Context: an optimization exercise on an open-source flow, tuned for small area. The choices shown serve that exercise and are no tape-out recipe. Function was checked by simulation only, so behaviour that the tests miss may differ from the original.

## flow/design.v (module list and top-level ports; edited modules follow where they fit)
// module mac_fa: 4 lines
// module mac_ha: 4 lines
// module mac_unit_Parallel_128_clk: 3385 lines
module mac_unit_Parallel_128_clk
#(
    parameter DATA_WIDTH    = 8,
    parameter VEC_LENGTH    = 16,
	parameter ACC_WIDTH     = DATA_WIDTH + 16,
	parameter RESULT_WIDTH  = 2*DATA_WIDTH
) (
	input  logic                             clk,
	input  logic                             reset,
	input  logic                             mul_en,
	input  logic                             acc_en,
	input  logic                             load_accum,
	input  logic [VEC_LENGTH*DATA_WIDTH-1:0] act,
	input  logic [VEC_LENGTH*DATA_WIDTH-1:0] w_in,
	input  logic signed [ACC_WIDTH-1:0]      accum_prev,
	output logic signed [RESULT_WIDTH-1:0]   result
);
  // ...
==> flow/flow/run.sh <==
#!/bin/bash
# Standard ORFS layout (the standard.sh, standard synthesis unchanged), with these
# changes to how the layout is made:
#  - the port buffers that global placement puts on every input and output are the
#    smallest buffer cell instead of the default delay buffer;
#  - the buffers ABC put in during synthesis are removed at floorplan (the resizer
#    puts back what timing and slew need);
#  - clock tree synthesis adds no dummy loads.
set -euo pipefail
export BUFFER_PORTS_ARGS="-buffer_cell sky130_fd_sc_hd__buf_1"
export REMOVE_ABC_BUFFERS=1
export CTS_ARGS="-sink_clustering_enable -repair_clock_nets -dont_use_dummy_load -buf_list {sky130_fd_sc_hd__clkbuf_4 sky130_fd_sc_hd__clkbuf_8}"
bash standard.sh > standard.log 2>&1
==> flow/standard.sh <==
#!/bin/bash
# synth_recipe.tcl (not shown) runs the flow's synth.tcl, then flattens the netlist and writes it again
# the make line also repeats each setting of config.mk as NAME=value (left out here)
make -C /OpenROAD-flow-scripts/flow DESIGN_CONFIG=/design/flow/config.mk WORK_HOME=/design/flow/orfs CLKGATE_MAP_FILE= SYNTH_SCRIPT=/design/flow/synth_recipe.tcl "${@:-finish}"
==> flow/config.mk <==
export PLATFORM = sky130hd
export DESIGN_NAME = mac_unit_Parallel_128_clk
export DESIGN_NICKNAME = mac_unit_Parallel_128_clk
export VERILOG_FILES = /design/flow/design.v
export SDC_FILE = /design/flow/constraint.sdc
export NUM_CORES = 4
export LEC_CHECK = 0
export ABC_AREA = 1
export CAP_MARGIN = 20
export CORE_MARGIN = 2
export CORE_UTILIZATION = 40
export CTS_BUF_LIST = sky130_fd_sc_hd__clkbuf_4 sky130_fd_sc_hd__clkbuf_8
export GPL_TIMING_DRIVEN = 0
export SETUP_SLACK_MARGIN = 0.15
export SLEW_MARGIN = 20
export SYNTH_HIERARCHICAL = 1
export SYNTH_MINIMUM_KEEP_SIZE = 0
==> flow/constraint.sdc <==
create_clock -name core_clock -period 8.0 [get_ports {clk}]
set_input_delay 1.6000 -clock core_clock [delete_from_list [all_inputs] [get_ports {clk}]]
set_output_delay 1.6000 -clock core_clock [all_outputs]
set_load 0.01 [all_outputs]
==> implementation parameters, run 1 <==
Parameter                              Value

Final layout
  Clock network contribution to total cell area ... 1.62%
  Largest regs ... a_r x128, acc_r x24, t_r x20
  Finished layout cell area ... 0.0348 mm^2
  Nets ... 4606
  Count of non-CTS buffers in the layout ... 307
  Post-route insts no fill ... 4717
  Layout cells sized above 1 ... 2.16%

Synth
  Synthesized instance count ... 3418
  Most area-consuming cells after synthesis ... sky130_fd_sc_hd__fa_1 (38%), sky130_fd_sc_hd__edfxtp_1 (15%), sky130_fd_sc_hd__xor2_1 (11%)
  Commonest cells post-synth ... sky130_fd_sc_hd__fa_1 (614), sky130_fd_sc_hd__nand2_1 (480), sky130_fd_sc_hd__xor2_1 (415), sky130_fd_sc_hd__o22ai_1 (336), sky130_fd_sc_hd__inv_1 (311)
  Area share of the largest cell type after synthesis ... 38.1%
  Main synth FF type ... sky130_fd_sc_hd__edfxtp_1
  Total of warnings raised by yosys ... 7
  Synth Area in XOR/XNOR ... 11.3%
  Post-synthesis instance area ... 0.0322 mm^2
  Top cell type by total area after synthesis ... sky130_fd_sc_hd__fa_1
  Main combinational cell family by area after synthesis ... adder cells

Drt
  Met3 WL post-DR ... 7150 um
  DR top layer ... met5
  Vias per cell ... 5.49
  Via count ... 25900
  Number of nets with antenna violations after detailed routing ... 0
  Violation count after the first detailed-route iteration ... 2534

Die
  Horizontal extent of the die ... 288 um
  Core area ... 0.0802 mm^2

Critical path
  Critical path buffer and inverter count ... 0
  Worst stage delay on the critical path ... 0.86 ns

Status
  Outcome ... complete, no violations

Clock tree
  Worst skew pair latency ... 0.63 ns
  CTS Root Cell ... sky130_fd_sc_hd__clkbuf_8
  Cts-stage hold buffer count ... 0
  H-tree depth ... 2

STA
  Relative slew slack ... 43.5%
  Number of hold-slack violations in the final timing report ... 0
  Worst Setup Slack, final ... 0.699 ns

Place
  Count of port buffers added during placement ... 300

Global routing
  Met1 Usage GRT ... 35.1%
  Routing layer with the top usage in global route ... met2
==> run 2, diff against run 1 <==
--- a/flow/flow/run.sh
+++ b/flow/flow/run.sh
@@ -6,8 +6,8 @@
 #  - the buffers ABC put in during synthesis are removed at floorplan (the resizer
 #    puts back what timing and slew need);
-#  - clock tree synthesis adds no dummy loads.
+#  - clock tree synthesis adds no dummy loads and clusters up to 16 sinks per buffer.
 set -euo pipefail
 export BUFFER_PORTS_ARGS="-buffer_cell sky130_fd_sc_hd__buf_1"
 export REMOVE_ABC_BUFFERS=1
-export CTS_ARGS="-sink_clustering_enable -repair_clock_nets -dont_use_dummy_load -buf_list {sky130_fd_sc_hd__clkbuf_4 sky130_fd_sc_hd__clkbuf_8}"
+export CTS_ARGS="-sink_clustering_enable -repair_clock_nets -dont_use_dummy_load -sink_clustering_size 16 -sink_clustering_max_diameter 100 -buf_list {sky130_fd_sc_hd__clkbuf_4 sky130_fd_sc_hd__clkbuf_8}"
 bash standard.sh > standard.log 2>&1
--- a/flow/config.mk
+++ b/flow/config.mk
@@ -9,5 +9,5 @@
 export CAP_MARGIN = 20
 export CORE_MARGIN = 2
-export CORE_UTILIZATION = 40
+export CORE_UTILIZATION = 60
 export CTS_BUF_LIST = sky130_fd_sc_hd__clkbuf_4 sky130_fd_sc_hd__clkbuf_8
 export GPL_TIMING_DRIVEN = 0
==> implementation parameters, run 2 <==
Parameter                              Value

Final layout
  Leading cell types in the layout, fill and taps excluded ... sky130_fd_sc_hd__fa_1 (614), sky130_fd_sc_hd__nand2_1 (480), sky130_fd_sc_hd__xor2_1 (415)
  Largest regs ... a_r x128, acc_r x24, t_r x20
  Number of flip-flops in the largest register ... 128
  Nets ... 4581 (-0.54%)
  Fin util ... 64.4%
  Area used by sequential logic in the layout ... 0.00573 mm^2
  Finished layout cell area ... 0.0340 mm^2 (-2.4%)
  Synthesis-to-finish area growth ... 5.53%
  Register with the highest flop count ... a_r
  Layout cells sized above 1 ... 1.49% (-0.67 points)
  Most common library cell in the layout ignoring fill and taps ... sky130_fd_sc_hd__fa_1
  Area of combinational cells with multiple inputs ... 0.0247 mm^2
  Fillcell total ... 4406

Drt
  Detailed-routing iteration count for the pre-antenna-repair pass ... 7
  Aggregate routed wire length ... 110000 um
  Routed wirelength normalized by instance count ... 25.5 um
  Via count ... 26900 (+3.7%)
  Vias per cell ... 6.22 (+13%)
  Violation count after the first detailed-route iteration ... 2969 (+17%)
  Drt drc ... 0
  Number of nets with antenna violations after detailed routing ... 0 (unchanged)

Critical path
  Worst reg2reg endpoint ... q1[12]
  Cells on worst reg2reg path ... 14
  Startpoint of the lowest-slack register-to-register path ... a_r[101]
  Critical path's slowest cell ... sky130_fd_sc_hd__edfxtp_1
  Crit path required time ... 8.35 ns
  Nature of the critical path startpoint ... register
  Maximum fanout along the worst path ... 15
  Worst stage delay on the critical path ... 0.96 ns (+0.10 ns)
  Cell chain of the critical path ... nor2_1 -> a21oi_1 -> o22ai_1 -> xor2_1 -> fa_1 -> fa_1 -> fa_1 -> fa_1 -> fa_1 -> fa_1 -> fa_1 -> fa_1 -> fa_1 -> fa_1
  Type of destination of the critical path ... register
  Setup CP Type ... register to register
  Data arrival time of the critical path ... 7.76 ns
  Critical path buffer and inverter count ... 0 (unchanged)
  Critical Path Most Common Cell ... sky130_fd_sc_hd__fa_1
  Top Family by Delay on Critical Path ... adder cells

Synth
  Post-synth cell types ... 33
  Top cell type by total area after synthesis ... sky130_fd_sc_hd__fa_1
  Flip-flop and latch count after synthesis ... 206
  Most area-consuming cells after synthesis ... sky130_fd_sc_hd__fa_1 (38%), sky130_fd_sc_hd__edfxtp_1 (15%), sky130_fd_sc_hd__xor2_1 (11%)
  Main combinational cell family by area after synthesis ... adder cells
  Sequential area share after synthesis ... 17.8%
  Commonest cells post-synth ... sky130_fd_sc_hd__fa_1 (614), sky130_fd_sc_hd__nand2_1 (480), sky130_fd_sc_hd__xor2_1 (415), sky130_fd_sc_hd__o22ai_1 (336), sky130_fd_sc_hd__inv_1 (311)
  Post-synthesis adder-cell area fraction ... 40.1%
  Area fraction in compound gates after synthesis ... 14.9%
  Synthesized instance count ... 3418 (unchanged)
  Dominant cell by count in the synthesized netlist ... sky130_fd_sc_hd__fa_1
  Post-synth ARST share ... 0%
  Post-synthesis instance area ... 0.0322 mm^2 (unchanged)
  Area share of the largest cell type after synthesis ... 38.1% (unchanged)
  Mean instance size in the synthesized netlist ... 9.43 um^2
  Total of warnings raised by yosys ... 7 (unchanged)
  Main synth FF type ... sky130_fd_sc_hd__edfxtp_1
  EDFF count, synth ... 160
  Synth Area in XOR/XNOR ... 11.3% (unchanged)
  Area fraction in and, or, nand and nor cells after synthesis ... 10.1%
  Multiplexer fraction of the synthesized cell area ... 0.0349%

STA
  Smallest hold slack ... 0.454 ns
  Final clock skew ... 0.0635 ns
  Upper clock frequency limit ... 135 MHz
  Relative slew slack ... 39.0% (-4.5 points)
  Count of final max-slew check failures ... 0
  Time the final worst path needs with I/O delays and setup ... 7.41 ns
  Final Setup Violations ... 0
  Final cycle utilization of the critical path ... 92.6%
  Setup repair after global routing missed its margin ... false
  Slew @ Worst Pin ... 0.914 ns
  Number of hold-slack violations in the final timing report ... 0 (unchanged)

Place
  Detailed placer's ending HPWL ... 94600 um
  GPL Wtd Cong ... 1.06
  Cell Area, Placed ... 0.0338 mm^2
  Count of port buffers added during placement ... 300 (unchanged)

Die
  Number of top-level pins ... 301
  Vertical extent of the die ... 236 um
  Core area ... 0.0529 mm^2 (-34%)
  Die Area ... 0.0556 mm^2
  Horizontal extent of the die ... 236 um (-18%)
  Initial standard-cell utilization of the core ... 61.0%
  Site Rows ... 84

Clock tree
  H-tree depth ... 1 (-1)
  TritonCTS Sinks ... 206
  CTS tree ... yes
  Cts-stage hold buffer count ... 0 (unchanged)
  CTS Buf Count ... 18
  Clk pin slew, worst setup/hold paths ... 0.11 ns
  Post-CTS Setup Bufs ... 0
  CTS Root Cell ... sky130_fd_sc_hd__clkbuf_8
  Worst skew pair latency ... 0.61 ns (-0.02 ns)
  Maximum root-to-sink buffer count ... 3
  # resized after CTS ... 0

Hold path
  Hold EP ... acc_r[0]
  Worst Hold Path Cells ... 2
  Hold Startpoint ... acc_r[0]
  Worst min-delay path class ... register to register

Global routing
  Via count of the first global-routing pass ... 26500
  Maximum number of pins on one net before global-route repair ... 51
  All-layer global routing usage ... 40.1%
  Antenna violations before repair ... 0
  Congestion Overflow GR ... 0
  Global-route wire length before repair ... 165000 um

Flow run
  Max capacitance violation total ... 0

Status
  Outcome ... complete, no violations
-- run 2: cell count changes in the layout (fill, tap and decap cells not counted), sizes merged --
cell    delta
buf        -2
clkbuf    -23
-- run 2: routing by layer --
layer | part of all wire, % | track usage (%) | wire (um) | up-vias
li1 | - | - | - | 11800
met1 | 38 | 54.1 | 42100 | 13300
met2 | 46 | 64.1 | 50700 | 1534
met3 | 9.7 | 6.74 | 10700 | 287
met4 | 6.0 | 18.6 | 6650 | 0
met5 | 0 | 0 | 0 | -
-- run 2: worst max path at each step --
stage | from | end | slack, ns | cells after the start
after floorplan | w_in[31] | q1[12] | 1.15 | 13
after global placement | mul_en | a_zero | -0.60 | 2
after detailed placement | w_in[98] | q1[12] | 0.42 | 14
after CTS | a_r[101] | q1[12] | 0.74 | 14
after global routing | a_r[101] | q1[12] | 0.48 | 14
final | a_r[101] | q1[12] | 0.59 | 14
-- run 2: modules after synthesis, one instance, submodules excluded --
module,cell area (um^2),flops+latches,cells
mac_ha,12.5,0,1
mac_fa,20.0,0,1
mac_unit_Parallel_128_clk,19800,206,2792
-- run 2: kinds of logic after synthesis --
kind of cell    Yosys count
simple gates            845
compound gates          828
fa+ha+maj               664
buf+inv                 457
xor+xnor                416
flops                   206
other cells               1
mux                       1
-- run 2: through the flow --
step | instances | worst slack, ns | setup TNS [ns]
final | 4320 | 0.593 | 0
after global routing | 4318 | 0.475 | 0
after CTS | 4318 | 0.736 | 0
after detailed placement | 4300 | 0.421 | 0
after global placement | 4295 | -0.600 | -31.56
after floorplan | 3307 | 1.15 | 0
-- run 2: worst reg2reg max path, cell delays in order (launching register included) --
cell	delay [ns]
sky130_fd_sc_hd__edfxtp_1	0.96
sky130_fd_sc_hd__nor2_1	0.21
sky130_fd_sc_hd__a21oi_1	0.50
sky130_fd_sc_hd__o22ai_1	0.22
sky130_fd_sc_hd__xor2_1	0.24
sky130_fd_sc_hd__fa_1	0.54
sky130_fd_sc_hd__fa_1	0.78
sky130_fd_sc_hd__fa_1	0.53
sky130_fd_sc_hd__fa_1	0.47
sky130_fd_sc_hd__fa_1	0.44
sky130_fd_sc_hd__fa_1	0.55
sky130_fd_sc_hd__fa_1	0.43
sky130_fd_sc_hd__fa_1	0.46
sky130_fd_sc_hd__fa_1	0.39
sky130_fd_sc_hd__fa_1	0.44
-- run 2: layout make-up --
cell class | instances | area share (%)
clock buffers | 18 | 0.728
repair buffers | 305 | 3.62
flip-flops and latches | 206 | 16.8
inverters | 343 | 3.78
well taps | 688 | 2.53
diodes | 2 | 0.0147
multi-input cells | 2758 | 72.5

afterwards: timing with drivers on the ports:
Ports are ideal in the flow. The routed layouts listed here were re-timed in OpenROAD.
Step 1: set_driving_cell puts a clkbuf_16 on clk and a buf_2 on each other input, an assumption about the parent block.
Step 2 also shifts input and output timing later by t, the mid clock arrival at the registers, as if the neighbouring blocks saw the same clock.
Three values: ideal ports, drivers, drivers and shift; two values: the first two.
run	shift t [ns]	setup WS [ns]	hold slack, ns	latest minus earliest clock arrival (ns)	worst register clock-pin slew, ns
run 1	0.674	0.699 / 0.699 / 0.273	0.451 / 0.451 / 0.451	0.043 / 0.044	0.06 / 0.06
run 2	0.645	0.593 / 0.593 / 0.367	0.454 / 0.454 / 0.454	0.064 / 0.064	0.11 / 0.11
After both steps setup and hold are still met in every run listed. For run 1, which loses most, drivers alone change the setup slack by 0.000 ns; drivers and shift together by -0.426 ns.
